Context: an optimization exercise on an open-source flow, tuned for small area, a short achievable clock period and few clock cycles per item. The choices shown serve that exercise and are no tape-out recipe.
Function not checked in this run: the RTL went through the layout flow alone.
Power and IR drop assume default switching activity.

[flow/design.v]
`timescale 1ns / 1ps
module csa_fa (
  input a, b, c,
  output s, co
);
  assign s = a ^ b ^ c;
  assign co = (a & b) | (a & c) | (b & c);
endmodule
module csa_ha (
  input a, b,
  output s, co
);
  assign s = a ^ b;
  assign co = a & b;
endmodule
`timescale 1ns / 1ps
module cube (
  input [7:0] x_bi,
  input [7:0] xn_bi,
  input [3:0] s_i,
  output [23:0] r1_o,
  output [13:0] r2_o,
  output cin_o
);
  wire [3:0] h = x_bi[7:4];
  wire [3:0] l = x_bi[3:0];
  wire [3:0] hn = xn_bi[7:4];
  wire [3:0] ln = xn_bi[3:0];
  wire [11:0] h3, l3;
  wire [9:0] h2x3, l2x3;
  assign h3[0] = h[0];
  assign h3[1] = (h[1] & h[0]);
  assign h3[2] = (h[2] & h[0]);
  assign h3[3] = (h[1] & ~h[0]) | (~h[3] & ~h[2] & h[1]) | (h[3] & h[2] & h[1]) | (~h[3] & h[2] & ~h[1] & h[0]) | (h[3] & ~h[2] & ~h[1] & h[0]);
  assign h3[4] = (h[3] & ~h[2] & h[0]) | (~h[3] & h[2] & h[1]) | (h[2] & ~h[1] & h[0]) | (~h[2] & h[1] & h[0]) | (h[2] & h[1] & ~h[0]);
  assign h3[5] = (h[3] & h[1]) | (~h[3] & h[2] & ~h[1] & h[0]);
  assign h3[6] = (~h[3] & h[2]) | (h[2] & ~h[1] & ~h[0]) | (h[3] & ~h[2] & h[1] & ~h[0]) | (h[3] & ~h[2] & ~h[1] & h[0]);
  assign h3[7] = (h[2] & h[1] & ~h[0]) | (h[3] & ~h[1] & h[0]) | (h[3] & h[1] & ~h[0]) | (h[3] & h[2] & ~h[0]);
  assign h3[8] = (h[2] & h[1] & h[0]) | (h[3] & ~h[2] & h[1]);
  assign h3[9] = (h[3] & ~h[0]) | (h[3] & ~h[2] & ~h[1]);
  assign h3[10] = (h[3] & h[1] & h[0]) | (h[3] & h[2] & ~h[1] & ~h[0]);
  assign h3[11] = (h[3] & h[2] & h[1]) | (h[3] & h[2] & h[0]);
  assign l3[0] = l[0];
  assign l3[1] = (l[1] & l[0]);
  assign l3[2] = (l[2] & l[0]);
  assign l3[3] = (l[1] & ~l[0]) | (~l[3] & ~l[2] & l[1]) | (l[3] & l[2] & l[1]) | (~l[3] & l[2] & ~l[1] & l[0]) | (l[3] & ~l[2] & ~l[1] & l[0]);
  assign l3[4] = (l[3] & ~l[2] & l[0]) | (~l[3] & l[2] & l[1]) | (l[2] & ~l[1] & l[0]) | (~l[2] & l[1] & l[0]) | (l[2] & l[1] & ~l[0]);
  assign l3[5] = (l[3] & l[1]) | (~l[3] & l[2] & ~l[1] & l[0]);
  assign l3[6] = (~l[3] & l[2]) | (l[2] & ~l[1] & ~l[0]) | (l[3] & ~l[2] & l[1] & ~l[0]) | (l[3] & ~l[2] & ~l[1] & l[0]);
  assign l3[7] = (l[2] & l[1] & ~l[0]) | (l[3] & ~l[1] & l[0]) | (l[3] & l[1] & ~l[0]) | (l[3] & l[2] & ~l[0]);
  assign l3[8] = (l[2] & l[1] & l[0]) | (l[3] & ~l[2] & l[1]);
  assign l3[9] = (l[3] & ~l[0]) | (l[3] & ~l[2] & ~l[1]);
  assign l3[10] = (l[3] & l[1] & l[0]) | (l[3] & l[2] & ~l[1] & ~l[0]);
  assign l3[11] = (l[3] & l[2] & l[1]) | (l[3] & l[2] & l[0]);
  assign h2x3[0] = h[0];
  assign h2x3[1] = h[0];
  assign h2x3[2] = (h[1] & ~h[0]);
  assign h2x3[3] = (h[1] & ~h[0]) | (~h[2] & h[1]) | (h[2] & ~h[1] & h[0]);
  assign h2x3[4] = (h[3] & ~h[1] & h[0]) | (h[2] & ~h[1] & ~h[0]) | (~h[3] & h[1] & h[0]);
  assign h2x3[5] = (h[3] & h[0]) | (~h[3] & h[2] & ~h[0]) | (h[3] & ~h[2] & h[1]) | (h[2] & ~h[1] & ~h[0]);
  assign h2x3[6] = (h[2] & h[1] & ~h[0]) | (h[3] & ~h[2] & ~h[1]) | (h[2] & ~h[1] & h[0]) | (h[3] & ~h[2] & h[0]);
  assign h2x3[7] = (h[3] & ~h[1]) | (h[2] & h[1] & h[0]);
  assign h2x3[8] = (h[3] & h[2] & ~h[1]) | (h[3] & ~h[2] & h[1]);
  assign h2x3[9] = (h[3] & h[2] & h[1]);
  assign l2x3[0] = l[0];
  assign l2x3[1] = l[0];
  assign l2x3[2] = (l[1] & ~l[0]);
  assign l2x3[3] = (l[1] & ~l[0]) | (~l[2] & l[1]) | (l[2] & ~l[1] & l[0]);
  assign l2x3[4] = (l[3] & ~l[1] & l[0]) | (l[2] & ~l[1] & ~l[0]) | (~l[3] & l[1] & l[0]);
  assign l2x3[5] = (l[3] & l[0]) | (~l[3] & l[2] & ~l[0]) | (l[3] & ~l[2] & l[1]) | (l[2] & ~l[1] & ~l[0]);
  assign l2x3[6] = (l[2] & l[1] & ~l[0]) | (l[3] & ~l[2] & ~l[1]) | (l[2] & ~l[1] & l[0]) | (l[3] & ~l[2] & l[0]);
  assign l2x3[7] = (l[3] & ~l[1]) | (l[2] & l[1] & l[0]);
  assign l2x3[8] = (l[3] & l[2] & ~l[1]) | (l[3] & ~l[2] & l[1]);
  assign l2x3[9] = (l[3] & l[2] & l[1]);
  wire hs0, hc0;
  csa_ha ha0 (.a(l3[9]), .b(h2x3[0] & ~ln[1]), .s(hs0), .co(hc0));
  wire fs0, fc0;
  csa_fa fa0 (.a(l3[10]), .b(h2x3[0] & ~ln[2]), .c(h2x3[1] & ~ln[1]), .s(fs0), .co(fc0));
  wire hs1, hc1;
  csa_ha ha1 (.a(h2x3[2] & ~ln[0]), .b(l2x3[3] & ~hn[3]), .s(hs1), .co(hc1));
  wire fs1, fc1;
  csa_fa fa1 (.a(l3[11]), .b(h2x3[0] & ~ln[3]), .c(h2x3[1] & ~ln[2]), .s(fs1), .co(fc1));
  wire fs2, fc2;
  csa_fa fa2 (.a(h2x3[2] & ~ln[1]), .b(h2x3[3] & ~ln[0]), .c(l2x3[4] & ~hn[3]), .s(fs2), .co(fc2));
  wire hs2, hc2;
  csa_ha ha2 (.a(l2x3[5] & ~hn[2]), .b(l2x3[6] & ~hn[1]), .s(hs2), .co(hc2));
  wire fs3, fc3;
  csa_fa fa3 (.a(h3[0]), .b(h2x3[1] & ~ln[3]), .c(h2x3[2] & ~ln[2]), .s(fs3), .co(fc3));
  wire fs4, fc4;
  csa_fa fa4 (.a(h2x3[3] & ~ln[1]), .b(h2x3[4] & ~ln[0]), .c(l2x3[5] & ~hn[3]), .s(fs4), .co(fc4));
  wire fs5, fc5;
  csa_fa fa5 (.a(l2x3[6] & ~hn[2]), .b(l2x3[7] & ~hn[1]), .c(l2x3[8] & ~hn[0]), .s(fs5), .co(fc5));
  wire fs6, fc6;
  csa_fa fa6 (.a(h3[1]), .b(h2x3[2] & ~ln[3]), .c(h2x3[3] & ~ln[2]), .s(fs6), .co(fc6));
  wire fs7, fc7;
  csa_fa fa7 (.a(h2x3[4] & ~ln[1]), .b(h2x3[5] & ~ln[0]), .c(l2x3[6] & ~hn[3]), .s(fs7), .co(fc7));
  wire fs8, fc8;
  csa_fa fa8 (.a(l2x3[7] & ~hn[2]), .b(l2x3[8] & ~hn[1]), .c(l2x3[9] & ~hn[0]), .s(fs8), .co(fc8));
  wire fs9, fc9;
  csa_fa fa9 (.a(h3[2]), .b(h2x3[3] & ~ln[3]), .c(h2x3[4] & ~ln[2]), .s(fs9), .co(fc9));
  wire fs10, fc10;
  csa_fa fa10 (.a(h2x3[5] & ~ln[1]), .b(h2x3[6] & ~ln[0]), .c(l2x3[7] & ~hn[3]), .s(fs10), .co(fc10));
  wire hs3, hc3;
  csa_ha ha3 (.a(l2x3[8] & ~hn[2]), .b(l2x3[9] & ~hn[1]), .s(hs3), .co(hc3));
  wire fs11, fc11;
  csa_fa fa11 (.a(h3[3]), .b(h2x3[4] & ~ln[3]), .c(h2x3[5] & ~ln[2]), .s(fs11), .co(fc11));
  wire fs12, fc12;
  csa_fa fa12 (.a(h2x3[6] & ~ln[1]), .b(h2x3[7] & ~ln[0]), .c(l2x3[8] & ~hn[3]), .s(fs12), .co(fc12));
  wire fs13, fc13;
  csa_fa fa13 (.a(h3[4]), .b(h2x3[5] & ~ln[3]), .c(h2x3[6] & ~ln[2]), .s(fs13), .co(fc13));
  wire hs4, hc4;
  csa_ha ha4 (.a(l3[7]), .b(l2x3[0] & ~hn[3]), .s(hs4), .co(hc4));
  wire fs14, fc14;
  csa_fa fa14 (.a(l3[8]), .b(h2x3[0] & ~ln[0]), .c(l2x3[1] & ~hn[3]), .s(fs14), .co(fc14));
  wire hs5, hc5;
  csa_ha ha5 (.a(l2x3[2] & ~hn[2]), .b(l2x3[3] & ~hn[1]), .s(hs5), .co(hc5));
  wire fs15, fc15;
  csa_fa fa15 (.a(h2x3[1] & ~ln[0]), .b(l2x3[2] & ~hn[3]), .c(l2x3[3] & ~hn[2]), .s(fs15), .co(fc15));
  wire fs16, fc16;
  csa_fa fa16 (.a(l2x3[4] & ~hn[1]), .b(l2x3[5] & ~hn[0]), .c(hs0), .s(fs16), .co(fc16));
  wire fs17, fc17;
  csa_fa fa17 (.a(l2x3[4] & ~hn[2]), .b(l2x3[5] & ~hn[1]), .c(l2x3[6] & ~hn[0]), .s(fs17), .co(fc17));
  wire fs18, fc18;
  csa_fa fa18 (.a(hc0), .b(hs1), .c(fs0), .s(fs18), .co(fc18));
  wire fs19, fc19;
  csa_fa fa19 (.a(l2x3[7] & ~hn[0]), .b(hc1), .c(hs2), .s(fs19), .co(fc19));
  wire fs20, fc20;
  csa_fa fa20 (.a(fc0), .b(fs1), .c(fs2), .s(fs20), .co(fc20));
  wire fs21, fc21;
  csa_fa fa21 (.a(hc2), .b(fc1), .c(fc2), .s(fs21), .co(fc21));
  wire fs22, fc22;
  csa_fa fa22 (.a(fs3), .b(fs4), .c(fs5), .s(fs22), .co(fc22));
  wire fs23, fc23;
  csa_fa fa23 (.a(fc3), .b(fc4), .c(fc5), .s(fs23), .co(fc23));
  wire fs24, fc24;
  csa_fa fa24 (.a(fs6), .b(fs7), .c(fs8), .s(fs24), .co(fc24));
  wire fs25, fc25;
  csa_fa fa25 (.a(hs3), .b(fc6), .c(fc7), .s(fs25), .co(fc25));
  wire fs26, fc26;
  csa_fa fa26 (.a(fc8), .b(fs10), .c(fs9), .s(fs26), .co(fc26));
  wire fs27, fc27;
  csa_fa fa27 (.a(l2x3[9] & ~hn[2]), .b(hc3), .c(fc10), .s(fs27), .co(fc27));
  wire fs28, fc28;
  csa_fa fa28 (.a(fc9), .b(fs11), .c(fs12), .s(fs28), .co(fc28));
  wire fs29, fc29;
  csa_fa fa29 (.a(h2x3[7] & ~ln[1]), .b(h2x3[8] & ~ln[0]), .c(l2x3[9] & ~hn[3]), .s(fs29), .co(fc29));
  wire fs30, fc30;
  csa_fa fa30 (.a(fc11), .b(fc12), .c(fs13), .s(fs30), .co(fc30));
  wire fs31, fc31;
  csa_fa fa31 (.a(h3[5]), .b(h2x3[6] & ~ln[3]), .c(h2x3[7] & ~ln[2]), .s(fs31), .co(fc31));
  wire fs32, fc32;
  csa_fa fa32 (.a(h2x3[8] & ~ln[1]), .b(h2x3[9] & ~ln[0]), .c(fc13), .s(fs32), .co(fc32));
  wire fs33, fc33;
  csa_fa fa33 (.a(h3[6]), .b(h2x3[7] & ~ln[3]), .c(h2x3[8] & ~ln[2]), .s(fs33), .co(fc33));
  wire hs6, hc6;
  csa_ha ha6 (.a(l3[6]), .b(l2x3[0] & ~hn[2]), .s(hs6), .co(hc6));
  wire fs34, fc34;
  csa_fa fa34 (.a(l2x3[1] & ~hn[2]), .b(l2x3[2] & ~hn[1]), .c(l2x3[3] & ~hn[0]), .s(fs34), .co(fc34));
  wire fs35, fc35;
  csa_fa fa35 (.a(l2x3[4] & ~hn[0]), .b(hc4), .c(hs5), .s(fs35), .co(fc35));
  wire fs36, fc36;
  csa_fa fa36 (.a(hc5), .b(fc14), .c(fs15), .s(fs36), .co(fc36));
  wire fs37, fc37;
  csa_fa fa37 (.a(fc15), .b(fs17), .c(fc16), .s(fs37), .co(fc37));
  wire fs38, fc38;
  csa_fa fa38 (.a(fc17), .b(fs19), .c(fc18), .s(fs38), .co(fc38));
  wire fs39, fc39;
  csa_fa fa39 (.a(fc19), .b(fs21), .c(fc20), .s(fs39), .co(fc39));
  wire fs40, fc40;
  csa_fa fa40 (.a(fc21), .b(fs23), .c(fc22), .s(fs40), .co(fc40));
  wire fs41, fc41;
  csa_fa fa41 (.a(fc23), .b(fs25), .c(fc24), .s(fs41), .co(fc41));
  wire fs42, fc42;
  csa_fa fa42 (.a(fc25), .b(fs27), .c(fc26), .s(fs42), .co(fc42));
  wire fs43, fc43;
  csa_fa fa43 (.a(fs29), .b(fc27), .c(fc28), .s(fs43), .co(fc43));
  wire fs44, fc44;
  csa_fa fa44 (.a(fc29), .b(fs31), .c(fs32), .s(fs44), .co(fc44));
  wire fs45, fc45;
  csa_fa fa45 (.a(h2x3[9] & ~ln[1]), .b(fc31), .c(fs33), .s(fs45), .co(fc45));
  wire fs46, fc46;
  csa_fa fa46 (.a(h3[7]), .b(h2x3[8] & ~ln[3]), .c(h2x3[9] & ~ln[2]), .s(fs46), .co(fc46));
  wire hs7, hc7;
  csa_ha ha7 (.a(l3[5]), .b(l2x3[0] & ~hn[1]), .s(hs7), .co(hc7));
  wire fs47, fc47;
  csa_fa fa47 (.a(l2x3[1] & ~hn[1]), .b(l2x3[2] & ~hn[0]), .c(hs6), .s(fs47), .co(fc47));
  wire fs48, fc48;
  csa_fa fa48 (.a(hc6), .b(hs4), .c(fs34), .s(fs48), .co(fc48));
  wire fs49, fc49;
  csa_fa fa49 (.a(fc34), .b(fs14), .c(fs35), .s(fs49), .co(fc49));
  wire fs50, fc50;
  csa_fa fa50 (.a(fc35), .b(fs16), .c(fs36), .s(fs50), .co(fc50));
  wire fs51, fc51;
  csa_fa fa51 (.a(fc36), .b(fs18), .c(fs37), .s(fs51), .co(fc51));
  wire fs52, fc52;
  csa_fa fa52 (.a(fs20), .b(fc37), .c(fs38), .s(fs52), .co(fc52));
  wire fs53, fc53;
  csa_fa fa53 (.a(fs22), .b(fc38), .c(fs39), .s(fs53), .co(fc53));
  wire fs54, fc54;
  csa_fa fa54 (.a(fs24), .b(fc39), .c(fs40), .s(fs54), .co(fc54));
  wire fs55, fc55;
  csa_fa fa55 (.a(fs26), .b(fc40), .c(fs41), .s(fs55), .co(fc55));
  wire fs56, fc56;
  csa_fa fa56 (.a(fs28), .b(fc41), .c(fs42), .s(fs56), .co(fc56));
  wire fs57, fc57;
  csa_fa fa57 (.a(fs30), .b(fc42), .c(fs43), .s(fs57), .co(fc57));
  wire fs58, fc58;
  csa_fa fa58 (.a(fc30), .b(fc43), .c(fs44), .s(fs58), .co(fc58));
  wire fs59, fc59;
  csa_fa fa59 (.a(fc32), .b(fs45), .c(fc44), .s(fs59), .co(fc59));
  wire fs60, fc60;
  csa_fa fa60 (.a(fc33), .b(fs46), .c(fc45), .s(fs60), .co(fc60));
  wire fs61, fc61;
  csa_fa fa61 (.a(h3[8]), .b(h2x3[9] & ~ln[3]), .c(fc46), .s(fs61), .co(fc61));
  wire [8:0] lo_sum = {1'b0, fc47, hc7, hs7, l3[4], s_i[3], s_i[2], s_i[1], l3[0]} + {1'b0, fs48, fs47, l2x3[1] & ~hn[0], l2x3[0] & ~hn[0], l3[3], l3[2], l3[1], s_i[0]};
  assign r1_o = {h3[11], h3[10], h3[9], fs61, fs60, fc58, fc57, fc56, fc55, fc54, fc53, fc52, fc51, fc50, fc49, fc48, lo_sum[7], lo_sum[6], lo_sum[5], lo_sum[4], lo_sum[3], lo_sum[2], lo_sum[1], lo_sum[0]};
  assign r2_o = {fc61, fc60, fc59, fs59, fs58, fs57, fs56, fs55, fs54, fs53, fs52, fs51, fs50, fs49};
  assign cin_o = lo_sum[8];
endmodule
`timescale 1ns / 1ps
module sqrt(
  input [7:0] x_i,
  output reg [3:0] y_o
);
  integer k;
  always @(*) begin
    y_o = 4'd0;
    for (k = 1; k < 16; k = k + 1)
      if (x_i >= k * k) y_o = k;
  end
endmodule
`timescale 1ns / 1ps
module func(
	input clk_i,
	input rst_i,
	input start_i,
	input [7:0] a_i,
	input [7:0] b_i,
	input change_mode,
	output [1:0] busy_o,
	output [15:0] y_o
);
  reg [7:0] a;
  reg [7:0] a_n;
  reg [3:0] root;
  reg busy;
  reg mode;
  reg show_hi, show_lo;
  wire cleared = ~(show_hi | show_lo);
  wire next_mode = mode ^ change_mode;
  reg [23:0] row1;
  reg [13:0] row2;
  reg row_c;
  wire next_c;
  wire [16:0] hi_sum = {row1[23:8], 1'b1} + {1'b0, 1'b0, row2[13], row2[12], row2[11], row2[10], row2[9], row2[8], row2[7], row2[6], row2[5], row2[4], row2[3], row2[2], row2[1], row2[0], row_c};
  wire [3:0] result_sqrt;
  wire [23:0] next1;
  wire [13:0] next2;
  wire [23:0] part_result;
  wire accept = start_i & ~busy;
  sqrt sqrt1(.x_i(b_i), .y_o(result_sqrt));
  cube cube1(.x_bi(a), .xn_bi(a_n), .s_i(root), .r1_o(next1), .r2_o(next2), .cin_o(next_c));
  assign part_result = {hi_sum[16:1], row1[7:0]};
  assign busy_o = {1'b0, busy};
  assign y_o[7:0] = ({8{show_hi}} & part_result[23:16]) | ({8{show_lo}} & part_result[7:0]);
  assign y_o[15:8] = {8{show_lo}} & part_result[15:8];
  always @(posedge clk_i) begin
    row1 <= next1;
    row2 <= next2;
    row_c <= next_c;
    if (accept) begin
      a <= a_i;
      a_n <= ~a_i;
      root <= result_sqrt;
    end
    if (rst_i) begin
      mode <= 1'b0;
      busy <= 1'b0;
      show_hi <= 1'b0;
      show_lo <= 1'b0;
    end else begin
      mode <= next_mode;
      busy <= accept;
      show_hi <= next_mode & (accept | ~cleared);
      show_lo <= ~next_mode & (accept | ~cleared);
    end
  end
endmodule
[flow/config.mk]
export PLATFORM = sky130hd
export DESIGN_NAME = func
export DESIGN_NICKNAME = func
export VERILOG_FILES = /design/flow/design.v
export SDC_FILE = /design/flow/constraint.sdc
export NUM_CORES = 4
export LEC_CHECK = 0
export CAP_MARGIN = 20
export CORE_MARGIN = 2
export CORE_UTILIZATION = 55
export PLACE_DENSITY = 0.7
export SETUP_SLACK_MARGIN = 1.5
export SLEW_MARGIN = 20
export SYNTH_HIERARCHICAL = 1
export SYNTH_MINIMUM_KEEP_SIZE = 0
[flow/flow/inbuf.tcl]
# a buffer on every input port but the clock, as ORFS's buffer_ports does
buffer_ports -inputs -buffer_cell sky130_fd_sc_hd__buf_1
[flow/flow/run.sh]
#!/bin/bash
# The standard layout (standard.sh), with plain buffers on the ports in
# place of ORFS's delay cells: buf_2 on the outputs (global placement's own
# buffer_ports step), buf_1 on the inputs (added by flow/inbuf.tcl at the start
# of the resize step, after global placement has removed synthesis buffers).
set -euo pipefail
here=$(pwd)
bash standard.sh \
  "BUFFER_PORTS_ARGS=-outputs -buffer_cell sky130_fd_sc_hd__buf_2" \
  "PRE_RESIZE_TCL=$here/flow/inbuf.tcl" \
  finish > "$here/standard_flow.log" 2>&1
[flow/standard.sh]
#!/bin/bash
# synth_recipe.tcl (not shown) runs the flow's synth.tcl, then flattens the netlist and writes it again
# the make line also repeats each setting of config.mk as NAME=value (left out here)
make -C /OpenROAD-flow-scripts/flow DESIGN_CONFIG=/design/flow/config.mk WORK_HOME=/design/flow/orfs CLKGATE_MAP_FILE= SYNTH_SCRIPT=/design/flow/synth_recipe.tcl "${@:-finish}"
[flow/constraint.sdc]
create_clock -name core_clock -period 5.0 [get_ports {clk_i}]
set_input_delay 1.0000 -clock core_clock [delete_from_list [all_inputs] [get_ports {clk_i}]]
set_output_delay 1.0000 -clock core_clock [all_outputs]
set_load 0.01 [all_outputs]
==> run summary <==
==> metal layers <==
metal	track usage, %	vias up	wire [um]
met2	35.5	129	5450
met1	29.5	1944	5320
li1	-	1957	-
met3	3.95	11	510
met4	5.12	0	123
met5	0	-	0
==> worst max-delay path, cell delays in order, from the launching register on <==
cell and delay (ns):
sky130_fd_sc_hd__edfxtp_1 0.53, sky130_fd_sc_hd__buf_4 0.23, sky130_fd_sc_hd__a21o_1 0.18, sky130_fd_sc_hd__a32oi_1 0.35, sky130_fd_sc_hd__nor2_1 0.12, sky130_fd_sc_hd__fa_1 0.50
sky130_fd_sc_hd__fa_1 0.44, sky130_fd_sc_hd__fa_1 0.54, sky130_fd_sc_hd__fa_1 0.41
==> final cells by class <==
cell class / instances / area share (%)
Tap cell: 133 / 2.81
Timing Repair Buffer: 60 / 5.65
Sequential cell: 63 / 24.7
Clock inverter: 7 / 1.71
Clock buffer: 9 / 2.09
Inverter: 26 / 1.65
Multi-Input combinational cell: 426 / 61.4
==> power by group <==
group | switching (mW) | leakage (nW) | internal [mW]
Clock | 0.225 | 0.117 | 0.288
Sequential | 0.0660 | 0.550 | 0.656
Combinational | 0.660 | 1.95 | 0.477
==> kinds of logic (layout without fill, tap and decap cells) <==
kind of cell	Yosys count	count (layout)	synth area share, %
AOI/OAI and AO/OA	119	119	14.9
other	1	1	0.0678
adders and majority gates	94	94	29.9
DFF	63	63	26.4
muxes	4	4	0.724
xor gates and xnor gates	19	19	3.01
buffers and inverters	83	102	8.37
and+or+nand+nor	189	189	16.6
==> sequential cells by signal, summed over array words and instances (netlist names) <==
name / flops
row_c: 1
show_hi: 1
row1: 24
root: 4
show_lo: 1
mode: 1
a: 8
a_n: 8
row2: 14
busy: 1
==> per-module statistics from Yosys, one instance, submodules excluded <==
module  area [sq um]  cells inside
csa_ha          12.5             1
sqrt             229            34
func            2550           226
cube            1410           242
csa_fa          20.0             1
==> path summary, 6_finish.rpt <==
| kind | start | end | slack, ns | depth (start not counted) |
|---|---|---|---|---|
| worst max register to register | a[1] | row2[5] | 1.57 | 8 |
| worst min-delay path | mode | mode | 0.55 | 2 |
| worst min register to register | mode | mode | 0.55 | 2 |
| worst max-delay path | a[1] | row2[5] | 1.57 | 8 |
==> repair_timing <==
| action | in CTS | in global routing |
|---|---|---|
| endpoints found under the hold margin | 0 | 0 |
| setup endpoints to repair | 6 | 15 |
| buffers inserted | 6 | 18 |
| gates resized for setup | 0 | 5 |
| cloned | 0 | 0 |
==> cells in the mapped netlist (all sizes together), types with 8 or more instances <==
cell type / instances / area (sq um)
nand2b: 8 / 50.1
dfxtp: 43 / 861
fa: 64 / 1280
buf: 52 / 347
nand2: 28 / 105
inv: 25 / 93.8
ha: 30 / 375
nand3: 10 / 50.1
nor2: 88 / 330
o211ai: 10 / 85.1
nor3: 8 / 45.0
and2: 10 / 62.6
o21ai: 26 / 134
nor2b: 12 / 82.6
xnor2: 12 / 105
o21a: 9 / 67.6
edfxtp: 20 / 601
a21oi: 28 / 148
==> through the flow <==
| step | hold WS [ns] | cells | utilization, % | power (mW) | cell area (sq um) |
|---|---|---|---|---|---|
| after global routing | 0.558 | 724 | 60.5 | 2.56 | 5920 |
| after detailed placement | 0.521 | 684 | 56.2 | 1.82 | 5490 |
| final | 0.547 | 724 | 60.5 | 2.37 | 5920 |
| after global placement | 0.499 | 665 | 55.4 | 1.77 | 5420 |
| after floorplan | 0.437 | 572 | - | 1.72 | 5530 |
| after CTS | 0.538 | 706 | 58.9 | 2.34 | 5760 |
==> run summary <==
Run status
The flow ran to the end and the layout has no timing, DRC or antenna violations.

Hold path
The tightest min-delay check is of the reg2reg type.

Drt
After detailed routing, the total wire length is 11400 um. For this run, the detailed router's first-pass iteration total came to 5. The final route contains 4041 vias. The routed wirelength normalized by instance count is 15.8 um. After detailed routing, the number of vias per cell comes to approximately 5.6. The DRC violation count after routing is 0.

In this run the remaining antenna-violating nets after routing total 0. The count of routing violations after the opening detailed-route iteration is around 280.

Placed design
The congestion estimate from routability-driven global placement came to between 0.8 and 0.9. After legalization and detailed placement, the total HPWL measured 8980 um. During placement, the flow inserted port buffers numbering 17. OpenSTA, run right after detailed placement, puts the worst setup slack at approximately 1.4 ns.

Timing
The hold violation count in the final report is 0. For the pin with the worst max-slew slack, the measured transition is 0.696 ns. Setup repair after global routing left no endpoint under its margin.

The portion of the clock cycle consumed by the worst path in the final layout is 68.6%. The total of endpoints with negative setup slack in the final report is 0. The smallest setup slack after layout is 1.57 ns. Adding up every negative setup slack in the final design gives 0 ns. The max-slew violation count was 0.

Measured against its own limit, the worst slew margin works out to 53.6%. The clock period minus worst slack is between 3 and 4 ns. The maximum clock frequency is around 300 MHz. The worst-case clock skew is 0.0201 ns.

Clock network
CTS built an H-tree with a depth of 3. The clock latency reported for the late side of the worst-skew pair is roughly 0.36 ns. The total CTS buffers is 9. The TritonCTS clock tree is done. After clock tree synthesis, the clock-pin slew on the worst setup and hold paths is 0.08 ns. CTS saw 63 sinks. The clock root buffer is sky130_fd_sc_hd__clkbuf_8.

After clock tree synthesis, the flow added hold-fix buffers numbering 0. The number of buffers between clock root and the deepest sink is 2.

Critical path
The critical path is of the reg2reg type. The worst setup path is launched from a register. The arrival time of data at the critical path endpoint is around 3.7 ns.

The type of element capturing the critical path is a register. In this run the worst path has a maximum fanout of 9. The data required time at the worst endpoint is between 5 and 6 ns.

GRT
Entering global routing, the biggest net connects 21 pins. The via count of the first global-routing pass came to between 3000 and 4000. The total congestion overflow is 0. The first global-routing pass estimated 18600 um of wire. For this run, the total global-route usage over all layers was measured as around 22%. The initial antenna violation count is 0.

Yosys
The cell area after technology mapping is 5530 sq um. Synthesis produced a netlist whose cell count is between 500 and 600. The post-synthesis sequential element count is 63. The most common flop cell mapped by yosys is sky130_fd_sc_hd__dfxtp_1. The mean instance size in the synthesized netlist is 9.67 sq um.

Summing the sequential cell areas from Yosys gives 26.4% of the chip area. The Yosys step of the flow raised 8 warnings. The synthesized net count is 686.

Counting flops with a built-in enable in the synthesized netlist gives 20. Counting flops with an async set or reset pin after synthesis yields a share of 0%. The unique cell type count in the Yosys netlist is 70.

Finish
The net count of the finished layout is 700. The leading cell type in the layout, fill and taps excluded is sky130_fd_sc_hd__nor2_1. The area taken by flip-flops and latches is 1460 sq um. In the final layout, the multi-input gates occupy around 3600 sq um. The fraction of final layout cells sized beyond drive strength 1 is 13.0%.

0 antenna diodes ended up in the layout. Relative to the synthesized area, the layout overhead comes to 6.94%. The number of inserted filler cells in the final layout is between 800 and 900. In the layout the commonest cells are 88 x sky130_fd_sc_hd__nor2_1, 64 x sky130_fd_sc_hd__fa_1, 43 x sky130_fd_sc_hd__dfxtp_1, 30 x sky130_fd_sc_hd__ha_1, 28 x sky130_fd_sc_hd__nand2_1.

Die
The die covers 10900 sq um. The horizontal die dimension is ~100 um. For this design the top-level I/O count stands at 38. From bottom edge to top edge, the die measures 104 um. The initial core utilization is 56.6%. The floorplan step defined a core boundary enclosing ~10000 sq um. The cell row count is 36.

Power and ir drop
The static leakage is 2.62 nW. VDD sags by at most between 0.15 and 0.2 mV. Power spread over the standard cell area amounts to about 400 nW/um^2.

Flow run
The number of max-cap violations is 0.

-- re-timing with driven ports --
Ports are ideal in the flow. The routed layout listed here was re-timed in OpenROAD. Step 1 assumes that a clkbuf_16 drives the clock port and a buf_2 every other input. Step 2 also shifts input and output timing later by t, the mid clock arrival at the registers, as if the neighbouring blocks saw the same clock. a / b / c = ideal / step 1 / step 2; a / b = the first two.
t (ns): 0.378
setup WS [ns]: 1.569 / 1.569 / 1.569
hold WS [ns]: 0.547 / 0.547 / 0.547
worst setup path at the end: register to register
After both steps setup and hold are still met in this run. The setup slack of this run moves by 0.000 ns with the drivers and by 0.000 ns with both steps.
